Source: an optimization exercise on an open RTL-to-GDS flow (aim: small area). Production flows keep margins and buffers that such runs may drop. The RTL was checked by simulation tests, not by an equivalence proof against the original design. No activity file was given, so power comes from the tool's default toggle rates.

==> design.v <==
module lab05(clk,rst,money_5,money_10,cancel,drink_A,drink_B,drop_money,enough_A,enough_B,DIGIT,DISPLAY);
    parameter SCAN_BITS = 3;    
    parameter FAST_BITS = 6;    
    parameter SLOW_BITS = 9;    
    localparam INITIAL = 2'b00;
    localparam DEPOSIT = 2'b01;
    localparam BUY     = 2'b10;
    localparam CHANGE  = 2'b11;
    input clk;
    input rst;
    input money_5;
    input money_10;
    input cancel;
    input drink_A;
    input drink_B;
    output reg [9:0] drop_money;
    output reg enough_A;
    output reg enough_B;
    output [3:0]DIGIT;
    output [6:0]DISPLAY;
    wire tick13;
    wire tick16;
    wire tick26;
    wire tick_;
    wire money_5_de;
    wire money_5_pul;
    wire money_10_de;
    wire money_10_pul;
    wire drink_A_de;
    wire drink_A_pul;
    wire drink_B_de;
    wire drink_B_pul;
    wire cancel_de;
    wire cancel_pul;
    reg [3:0]BCD0;
    reg [3:0]BCD1;
    reg [3:0]BCD2;
    reg [3:0]BCD3;
    reg [3:0]nextBCD0;
    reg [3:0]nextBCD1;
    reg [3:0]nextBCD2;
    reg [3:0]nextBCD3;
    reg [6:0]display;
    reg [3:0]digit;
    reg [3:0]val;
    reg [1:0]state;
    reg [1:0]nextstate;
    reg countA;
    reg nextcountA;
    reg countB;
    reg nextcountB;
    reg DetoBuy;
    reg DetoChange;
    reg cofe;
    reg nextcofe;
    reg coke;
    reg nextcoke;
    reg [9:0]nextdrop_money;
    reg [3:0]tmpBCD0;
    reg [3:0]tmpBCD1;
    reg [3:0]nexttmpBCD0;
    reg [3:0]nexttmpBCD1;
    reg buyflag;
    reg nextbuyflag;
    clk_divider #(FAST_BITS)clk1 (.clk(clk),.rst(rst),.tick(tick16));
    clk_divider #(SLOW_BITS)clk2 (.clk(clk),.rst(rst),.tick(tick26));
    clk_divider #(SCAN_BITS)clk3 (.clk(clk),.rst(rst),.tick(tick13));
    debounce de1(.pb_debounced(money_5_de),.pb(money_5),.clk(clk),.rst(rst),.en(tick16));
    onepulse on1(.clk(clk),.rst(rst),.en(tick16),.pb_debounced(money_5_de),.pb_1pulse(money_5_pul));
    debounce de2(.pb_debounced(money_10_de),.pb(money_10),.clk(clk),.rst(rst),.en(tick16));
    onepulse on2(.clk(clk),.rst(rst),.en(tick16),.pb_debounced(money_10_de),.pb_1pulse(money_10_pul));
    debounce de3(.pb_debounced(drink_A_de),.pb(drink_A),.clk(clk),.rst(rst),.en(tick16));
    onepulse on3(.clk(clk),.rst(rst),.en(tick16),.pb_debounced(drink_A_de),.pb_1pulse(drink_A_pul));
    debounce de4(.pb_debounced(drink_B_de),.pb(drink_B),.clk(clk),.rst(rst),.en(tick16));
    onepulse on4(.clk(clk),.rst(rst),.en(tick16),.pb_debounced(drink_B_de),.pb_1pulse(drink_B_pul));
    debounce de5(.pb_debounced(cancel_de),.pb(cancel),.clk(clk),.rst(rst),.en(tick16));
    onepulse on5(.clk(clk),.rst(rst),.en(tick16),.pb_debounced(cancel_de),.pb_1pulse(cancel_pul));
    always@(*)
        begin
            nextBCD0=BCD0; nextBCD1=BCD1; nextBCD2=BCD2; nextBCD3=BCD3; nextstate=state;
            enough_A=1'b0; enough_B=1'b0; DetoBuy=1'b0; DetoChange=1'b0;
            nextdrop_money=drop_money; nextbuyflag=buyflag;
            nextcountA=countA; nextcountB=countB; nextcofe=cofe; nextcoke=coke;
            nexttmpBCD0=tmpBCD0; nexttmpBCD1=tmpBCD1;
            case(state)
                INITIAL:begin
                    nextstate=DEPOSIT;
                    nextBCD0=4'b0000;
                    nextBCD1=4'b0000;
                    nextBCD2=4'b0000;
                    nextBCD3=4'b0000;
                    nextdrop_money=10'b0000000000;
                    enough_A=1'b0;
                    enough_B=1'b0;
                    DetoBuy=1'b0;
                    DetoChange=1'b0;
                    nextbuyflag=1'b0;
                end
                DEPOSIT:begin
                    nextbuyflag=1'b0;
                    nexttmpBCD0=BCD0; nexttmpBCD1=BCD1;
                    if(BCD1>=4'b0010) begin enough_A=1'b1; end
                    else begin enough_A=1'b0; end
                    if((BCD1==4'b0010 && BCD0==4'b0101)||(BCD1>4'b0010)) begin enough_B=1'b1; end
                    else begin enough_B=1'b0; end
                    if(money_5_pul==1'b1)
                        begin
                            if(BCD1==4'b1001 && BCD0==4'b0101) begin nextBCD1=BCD1; nextBCD0=BCD0; end
                            else if(BCD1!=4'b1001 && BCD0==4'b0101) begin nextBCD1=BCD1+4'b0001; nextBCD0=4'b0000; end
                            else begin nextBCD1=BCD1; nextBCD0=BCD0+4'b0101; end
                            nextBCD2=BCD2;
                            nextBCD3=BCD3;
                            nextcountA=countA;
                            nextcountB=countB;
                        end
                    else if(money_10_pul==1'b1)
                        begin
                            if((BCD1==4'b1001 && BCD0==4'b0101)||(BCD1==4'b1001 && BCD0==4'b0000))
                                begin
                                    nextBCD1=BCD1; nextBCD0=BCD0;
                                end
                            else begin nextBCD1=BCD1+4'b0001; nextBCD0=BCD0; end
                            nextBCD3=BCD3;nextBCD2=BCD2;
                            nextcountA=countA;
                            nextcountB=countB;
                        end
                    else if(drink_A_pul==1'b1)
                        begin
                            DetoChange=1'b0;
                            nextcountA=countA+1'b1;
                            nextcountB=1'b0;
                            if(countA==1'b1&&enough_A==1'b1)
                            begin
                                DetoBuy=1'b1; nextcoke=1'b1; nextcofe=1'b0;
                                nextBCD3=BCD3; nextBCD2=BCD2; nextBCD1=BCD1; nextBCD0=BCD0;
                            end
                            else begin DetoBuy=1'b0;  nextBCD3=4'b0010; nextBCD2=4'b0000; nextBCD1=BCD1; nextBCD0=BCD0; end
                        end
                    else if(drink_B_pul==1'b1)
                        begin
                            DetoChange=1'b0;
                            nextcountB=countB+1'b1;
                            nextcountA=1'b0;
                            if(countB==1'b1&&enough_B==1'b1)
                            begin
                                DetoBuy=1'b1; nextcoke=1'b0; nextcofe=1'b1;
                                nextBCD3=BCD3; nextBCD2=BCD2; nextBCD1=BCD1; nextBCD0=BCD0;
                            end
                            else begin DetoBuy=1'b0; nextBCD3=4'b0010; nextBCD2=4'b0101; nextBCD1=BCD1; nextBCD0=BCD0;end
                        end
                    else if(cancel_pul==1'b1&&(BCD0|BCD1)!=4'b0000)
                        begin
                            DetoChange=1'b1;
                            DetoBuy=1'b0;
                            nextBCD0=BCD0;
                            nextBCD1=BCD1;
                            nextBCD2=4'b0000;
                            nextBCD3=4'b0000;
                        end
                    else if((cancel_pul==1'b1)&&((BCD0|BCD1)==4'b0000)&&((BCD2|BCD3)!=4'b0000))
                        begin
                            DetoChange=1'b0;
                            DetoBuy=1'b0;
                            nextBCD0=BCD0;
                            nextBCD1=BCD1;
                            nextBCD2=4'b0000;
                            nextBCD3=4'b0000;
                        end
                    else
                        begin
                            nextcountA=countA;
                            nextcountB=countB;
                            nextBCD0=BCD0;
                            nextBCD1=BCD1;
                            nextBCD2=BCD2;
                            nextBCD3=BCD3;
                            nextcofe=1'b0;
                            nextcoke=1'b0;
                        end
                    nextstate=(DetoBuy==1'b1)?BUY:(DetoChange==1'b1)?CHANGE:DEPOSIT;
                end
                BUY:begin
                    if(BCD1>=4'b0010) enough_A=1'b1;
                    if((BCD1==4'b0010 && BCD0==4'b0101)||(BCD1>4'b0010)) enough_B=1'b1;
                    nextstate=CHANGE;
                    if(BCD2==4'b0101&&BCD0==4'b0000) begin  nexttmpBCD0=4'b0101; nexttmpBCD1=BCD1-4'b0011; end
                    else begin nexttmpBCD0=BCD0-BCD2; nexttmpBCD1=BCD1-BCD3; end
                    nextbuyflag=1'b1;
                    if(coke==1'b1)begin nextBCD3=4'b1010; nextBCD2=4'b1011; nextBCD1=4'b1110; nextBCD0=4'b1101; end
                    else if(cofe==1'b1) begin nextBCD3=4'b1010; nextBCD2=4'b1011; nextBCD1=4'b1100; nextBCD0=4'b1101; end
                end
                CHANGE:begin
                    enough_A=1'b0;
                    enough_B=1'b0;
                    nexttmpBCD0=tmpBCD0;
                    nexttmpBCD1=tmpBCD1;
                    if(buyflag==1'b1)
                        begin
                            nextbuyflag=1'b0;
                            nextBCD3=4'b0000; nextBCD2=4'b0000; nextBCD1=tmpBCD1; nextBCD0=tmpBCD0;
                            if(tmpBCD0==4'b0000&&tmpBCD1==4'b0000) begin nextstate=INITIAL; end
                            else begin nextstate=CHANGE; end
                        end
                    else
                        begin
                            if(BCD0==4'b0000&&BCD1==4'b0000)
                                begin
                                    nextstate=INITIAL;
                                    nextBCD0=BCD0;
                                    nextBCD1=BCD1;
                                    nextBCD2=4'b0000;
                                    nextBCD3=4'b0000;
                                    nextdrop_money=10'b1111100000;
                                end
                            else if(BCD1!=4'b0000)
                                begin
                                    nextstate=CHANGE;
                                    nextBCD0=BCD0;
                                    nextBCD1=BCD1-4'b0001;
                                    nextBCD2=4'b0000;
                                    nextBCD3=4'b0000;
                                    nextdrop_money=10'b1111111111;
                                end
                            else
                                begin
                                    nextstate=CHANGE;
                                    nextBCD0=BCD0-4'b0101;
                                    nextBCD1=4'b0000;
                                    nextBCD2=4'b0000;
                                    nextBCD3=4'b0000;
                                    nextdrop_money=10'b1111100000;
                                end
                        end
                end
            endcase
        end
    always@(*)
        begin
            case(val)
                4'b0000:begin display=7'b0000001; end
                4'b0001:begin display=7'b1001111; end
                4'b0010:begin display=7'b0010010; end
                4'b0011:begin display=7'b0000110; end
                4'b0100:begin display=7'b1001100; end
                4'b0101:begin display=7'b0100100; end
                4'b0110:begin display=7'b0100000; end
                4'b0111:begin display=7'b0001111; end
                4'b1000:begin display=7'b0000000; end
                4'b1001:begin display=7'b0000100; end
                4'b1010:begin display=7'b1110010; end  
                4'b1011:begin display=7'b1100010; end  
                4'b1100:begin display=7'b0111000; end  
                4'b1101:begin display=7'b0110000; end  
                4'b1110:begin display=7'b0101000; end  
                default: begin display=7'b0000001; end
            endcase
        end
    assign tick_=(state==INITIAL)?tick16:(state==DEPOSIT)?tick16:tick26;
    always@(posedge clk,posedge rst)
        begin
            if(rst==1'b1)
                begin
                    BCD0<=4'b0000;
                    BCD1<=4'b0000;
                    BCD2<=4'b0000;
                    BCD3<=4'b0000;
                    state<=INITIAL;
                    countA<=1'b0;
                    countB<=1'b0;
                    tmpBCD0<=4'b0000;
                    tmpBCD1<=4'b0000;
                    cofe<=1'b0;
                    coke<=1'b0;
                    drop_money<=10'b0000000000;
                    buyflag<=1'b0;
                end
            else if(tick_)
                begin
                    BCD0<=nextBCD0;
                    BCD1<=nextBCD1;
                    BCD2<=nextBCD2;
                    BCD3<=nextBCD3;
                    tmpBCD0<=nexttmpBCD0;
                    tmpBCD1<=nexttmpBCD1;
                    countA<=nextcountA;
                    countB<=nextcountB;
                    cofe<=nextcofe;
                    coke<=nextcoke;
                    state<=nextstate;
                    drop_money<=nextdrop_money;
                    buyflag<=nextbuyflag;
                end
        end
    always@(posedge clk,posedge rst)
            begin
                if(rst==1'b1)
                    begin
                        val<=4'b0000;
                        digit<=4'b1111;
                    end
                else if(tick13)
                    begin
                        case(digit)
                            4'b1110: begin val<=BCD1; digit<=4'b1101; end
                            4'b1101: begin val<=BCD2; digit<=4'b1011; end
                            4'b1011: begin val<=BCD3; digit<=4'b0111; end
                            4'b0111: begin val<=BCD0; digit<=4'b1110; end
                            default: begin val<=BCD0; digit<=4'b1110; end
                        endcase
                    end
            end
    assign DISPLAY=display;
    assign DIGIT=digit;
endmodule
module clk_divider(clk,rst,tick);
    parameter n=4;
    input clk;
    input rst;
    output tick;
    reg [n-1:0]num;
    wire [n-1:0]nextnum;
    always@(posedge clk,posedge rst)
        begin
            if(rst==1'b1) num<={n{1'b0}};
            else num<=nextnum;
        end
    assign nextnum=num+1'b1;
    assign tick=(num=={1'b0,{(n-1){1'b1}}});
endmodule
module debounce(pb_debounced,pb,clk,rst,en);
    output pb_debounced;
    input pb;
    input clk;
    input rst;
    input en;
    reg[3:0] shift_reg;
    always@(posedge clk,posedge rst)
        begin
            if(rst==1'b1) shift_reg<=4'b0000;
            else if(en)
                begin
                    shift_reg[3:1]<=shift_reg[2:0];
                    shift_reg[0]<=pb;
                end
        end
    assign pb_debounced=((shift_reg==4'b1111)?1'b1:1'b0);
endmodule
module onepulse(pb_debounced,clk,rst,en,pb_1pulse);
    input pb_debounced;
    input clk;
    input rst;
    input en;
    output pb_1pulse;
    reg pb_1pulse;
    reg pb_debounced_delay;
    always@(posedge clk,posedge rst)
        begin
            if(rst==1'b1)
                begin
                    pb_1pulse<=1'b0;
                    pb_debounced_delay<=1'b0;
                end
            else if(en)
                begin
                    if(pb_debounced==1'b1 & pb_debounced_delay==1'b0)
                        begin
                            pb_1pulse<=1'b1;
                        end
                    else
                        begin
                            pb_1pulse<=1'b0;
                        end
                    pb_debounced_delay<=pb_debounced;
                end
        end
endmodule
==> run.sh <==
#!/bin/bash
# synth_recipe.tcl (not shown) runs the flow's synth.tcl, then flattens the netlist and writes it again
# the make line also repeats each setting of config.mk as NAME=value (left out here)
make -C /OpenROAD-flow-scripts/flow DESIGN_CONFIG=/design/flow/config.mk WORK_HOME=/design/flow/orfs CLKGATE_MAP_FILE= SYNTH_SCRIPT=/design/flow/synth_recipe.tcl finish
==> config.mk <==
export PLATFORM = sky130hd
export DESIGN_NAME = lab05
export DESIGN_NICKNAME = lab05
export VERILOG_FILES = /design/flow/design.v
export SDC_FILE = /design/flow/constraint.sdc
export NUM_CORES = 4
export LEC_CHECK = 0
export CAP_MARGIN = 20
export CORE_MARGIN = 2
export CORE_UTILIZATION = 40
export SLEW_MARGIN = 20
==> constraint.sdc <==
create_clock -name core_clock -period 10.0 [get_ports {clk}]
set_input_delay 2.0000 -clock core_clock [delete_from_list [all_inputs] [get_ports {clk}]]
set_output_delay 2.0000 -clock core_clock [all_outputs]
set_load 0.01 [all_outputs]
==> notes.md <==
area by class of cell:
type	count	area (um2)	share of cell area, %
clock buffers	9	225	4.09
clock inverters	7	75.1	1.36
inverters	32	121	2.21
multi-input cells	381	2460	44.6
flip-flops and latches	85	2130	38.7
well taps	147	184	3.34
repair buffers	31	309	5.61
worst register-to-register path: cells and delay by family (launching register included):
kind            cells  cell delay [ns]
xor+xnor            1             0.16
buf+inv             1             0.17
compound gates      3             0.51
flops               1             0.47
simple gates        4             1.17
fa+ha+maj           2             0.50
layout by cell type (no fill, tap or decap), types with 8 or more instances in the layout:
cell,netlist,final
nor2_1,23,23
clkdlybuf4s50_1,0,29
dfrtp_1,81,81
o21ai_0,37,37
inv_1,32,31
ha_1,30,30
xor2_1,8,8
nand2_1,110,110
clkbuf_16,0,9
a21oi_1,19,19
a31oi_1,8,8
xnor2_1,12,12
nand3_1,17,17
mux2_2,9,9
power by group:
part	leakage, nW	switching [mW]	total, mW	internal, mW
Clock	0.145	0.151	0.328	0.177
Sequential	1.10	0.000795	0.346	0.345
Combinational	1.23	0.00722	0.0101	0.00288
kinds of logic after synthesis:
kind of cell / count (synthesis)
buf+inv: 64
compound gates: 107
xor+xnor: 20
simple gates: 206
mux: 16
fa+ha+maj: 32
flops: 85
stage by stage:
step | hold WS, ns | total power, mW | cell area (um2) | instances | setup WS [ns]
floorplan | 0.401 | 0.358 | 4880 | 530 | 5.81
global placement | 0.413 | 0.363 | 5200 | 676 | 5.82
global route | 0.446 | 0.709 | 5500 | 692 | 5.27
CTS | 0.436 | 0.693 | 5500 | 692 | 5.39
detailed placement | 0.426 | 0.363 | 5200 | 676 | 5.77
finish | 0.430 | 0.684 | 5500 | 692 | 5.40
routing by layer:
layer / track usage, % / vias to the layer above
met4: 4.39 / 0
met5: 0 / -
met2: 26.3 / 62
met3: 3.28 / 9
li1: - / 1846
met1: 22.3 / 1779
final timing paths:
kind                                     endpoint  slack, ns  cells after the start
setup reg to reg           tmpBCD1[3]$_DFFE_PP0P_       6.88                     11
hold reg to reg             clk3.num[0]$_DFF_PP0_       0.43                      1
hold / removal              clk3.num[0]$_DFF_PP0_       0.43                      1
min in group asynchronous   clk1.num[0]$_DFF_PP0_       2.19                      3
setup / recovery                         enough_B       5.40                      6
max in group asynchronous      val[0]$_DFFE_PP0N_       7.29                      3
==> impl_metrics.env <==
export IMPL_slowest_delay_ns=0.50
export IMPL_dieHeight_um=114
export IMPL_grt_first_pass_wirelength_um=17200
export IMPL_syn_avg_cell_area_um2=9.21
export IMPL_crit_slowest_cell="dfrtp_1"
export IMPL_wl_met1_um=4880
export IMPL_synth_area_mux_share_pct=3.61
export IMPL_gp_congestion=0.939
export IMPL_postCtsSetupBuffers=0
export IMPL_synthXorXnorAreaFrac_pct=3.59
export IMPL_vias=3696
export IMPL_cts_sinks=85
export IMPL_gr_usage_all_layers_pct=16.3
export IMPL_fin_skew_ns=0.00846
export IMPL_synth_common_cells="nand2_1 (110), dfrtp_1 (81), o21ai_0 (37)"
export IMPL_status="timing/DRC/antenna clean"
export IMPL_crit_start="BCD0[1]$_DFFE_PP0P_"
export IMPL_startpoint_type="flop"
export IMPL_cts_reportedPaths_clkPinSlew_ns=0.06
export IMPL_ys_flop_type="dfrtp_1"
export IMPL_drt_initial_drc_count=260
export IMPL_hp_class="reg2reg"
export IMPL_fin_util_pct=46.0
export IMPL_cts_made_buffers=9
export IMPL_yosysTopAreaCell="dfrtp_1"
export IMPL_leakage_nw=2.47
export IMPL_path_class="reg2out"
export IMPL_largest_register_ffs=9
export IMPL_yosysMostFrequentCell="nand2_1"
export IMPL_cts_hold_repair_buffers=0
export IMPL_rsz0062_at_grt="false"
export IMPL_synth_adder_area_share_pct=8.51
export IMPL_boundaryPins=30
export IMPL_finalHoldViolations=0
export IMPL_clockBufferDepth=2
export IMPL_synth_area_um2=4880
export IMPL_min_from="clk3.num[0]$_DFF_PP0_"
export IMPL_synth_cells=530
export IMPL_ant_nets=0
export IMPL_drc=0
export IMPL_antenna_found_initial=0
export IMPL_reg_top3="clk2.num (9), clk1.num (6)"
export IMPL_dr_wl_met3_um=281
export IMPL_period_share_pct=46.0
export IMPL_ys_warn_count=6
export IMPL_synth_top_family_by_area="simple AND/OR/NAND/NOR gates"
export IMPL_finalSetupViolCount=0
export IMPL_hpwlAfterDp_um=7300
export IMPL_rows=40
export IMPL_grt_ovfl_total=0
export IMPL_synth_top_area_share_pct=41.5
export IMPL_max_cap_violations=0
export IMPL_finalWirelength_um=10200
export IMPL_num_antenna_cells=0
export IMPL_cts_htree_levels=3
export IMPL_required_ns=8.00
export IMPL_synth_edf_count=0
export IMPL_drive_gt1_share_pct=8.44
export IMPL_tns_ns=0
export IMPL_postSynth_asyncResetShare_pct=100
export IMPL_tritoncts="built"
export IMPL_max_slew_margin_rel_pct=49.3
export IMPL_cts_resized=0
export IMPL_synth_nets=569
export IMPL_grt_pass1_vias=3511
export IMPL_post_synth_and_or_nand_nor_area_fraction_pct=19.9
export IMPL_crit_family="buffers and inverters"
export IMPL_wl_met2_um=4890
export IMPL_avgViaCountPerCell=5.34
export IMPL_worst_pin_slew_ns=0.760
export IMPL_worstReg2RegStart="BCD0[1]$_DFFE_PP0P_"
export IMPL_syn2layout_area_growth_pct=12.7
export IMPL_cp_max_fo=9
export IMPL_peakVddDrop_mv=0.0897
export IMPL_crit_buf_inv=2
export IMPL_finalNetCount=579
export IMPL_die_area_um2=13100
export IMPL_grt_start_max_net_pins=86
export IMPL_core_area_um2=12000
export IMPL_cts_root_buf="clkbuf_16"
export IMPL_crit_arrival_ns=2.60
export IMPL_port_buffers=29
export IMPL_synth_cell_types=63
export IMPL_slew_violations=0
export IMPL_dr_max_layer_used="met4"
export IMPL_seq_area_frac_synth_pct=43.7
export IMPL_synthTopCellsByArea="dfrtp_1 (42%), nand2_1 (8.5%), ha_1 (7.7%)"
export IMPL_min_period_ns=4.60
export IMPL_wl_per_cell_um=14.7
export IMPL_start_util_pct=40.8
export IMPL_synth_seq_cells=85
export IMPL_endpoint_kind="output port"
export IMPL_clock_latency_ns=0.34
export IMPL_powerDensity_nw_per_um2=124
export IMPL_top_register="clk2.num"
export IMPL_dr_pass1_iters=5
export IMPL_fillers=1150
export IMPL_fmax_ghz=0.218
export IMPL_die_width_um=114
export IMPL_path_cells="inv_1, ha_1, and3b_2, a2111o_1, and2_2, clkdlybuf4s50_1"
export IMPL_synth_compound_gate_area_share_pct=14.8

==> re-timing with driven ports <==
The flow's constraints put no driver on any port. The routed layout listed below was extracted and timed again, unchanged, in two steps. Step 1: set_driving_cell puts a clkbuf_16 on clk and a buf_2 on each other input, an assumption about the parent block. Step 2 also shifts input and output timing later by t, the mid clock arrival at the registers, as if the neighbouring blocks saw the same clock. Three values: no drivers, after step 1, after step 2; two values: the first two.
t (ns): 0.373
slack for setup (ns): 5.405 / 5.365 / 5.738
hold WS [ns]: 0.430 / 0.430 / 0.430
worst register clock-pin slew, ns: 0.07 / 0.07
worst slew at a driven data input, ns: 0.03
After both steps this run still meets setup and hold. For this run, drivers alone change the setup slack by -0.040 ns; drivers and shift together by +0.333 ns.
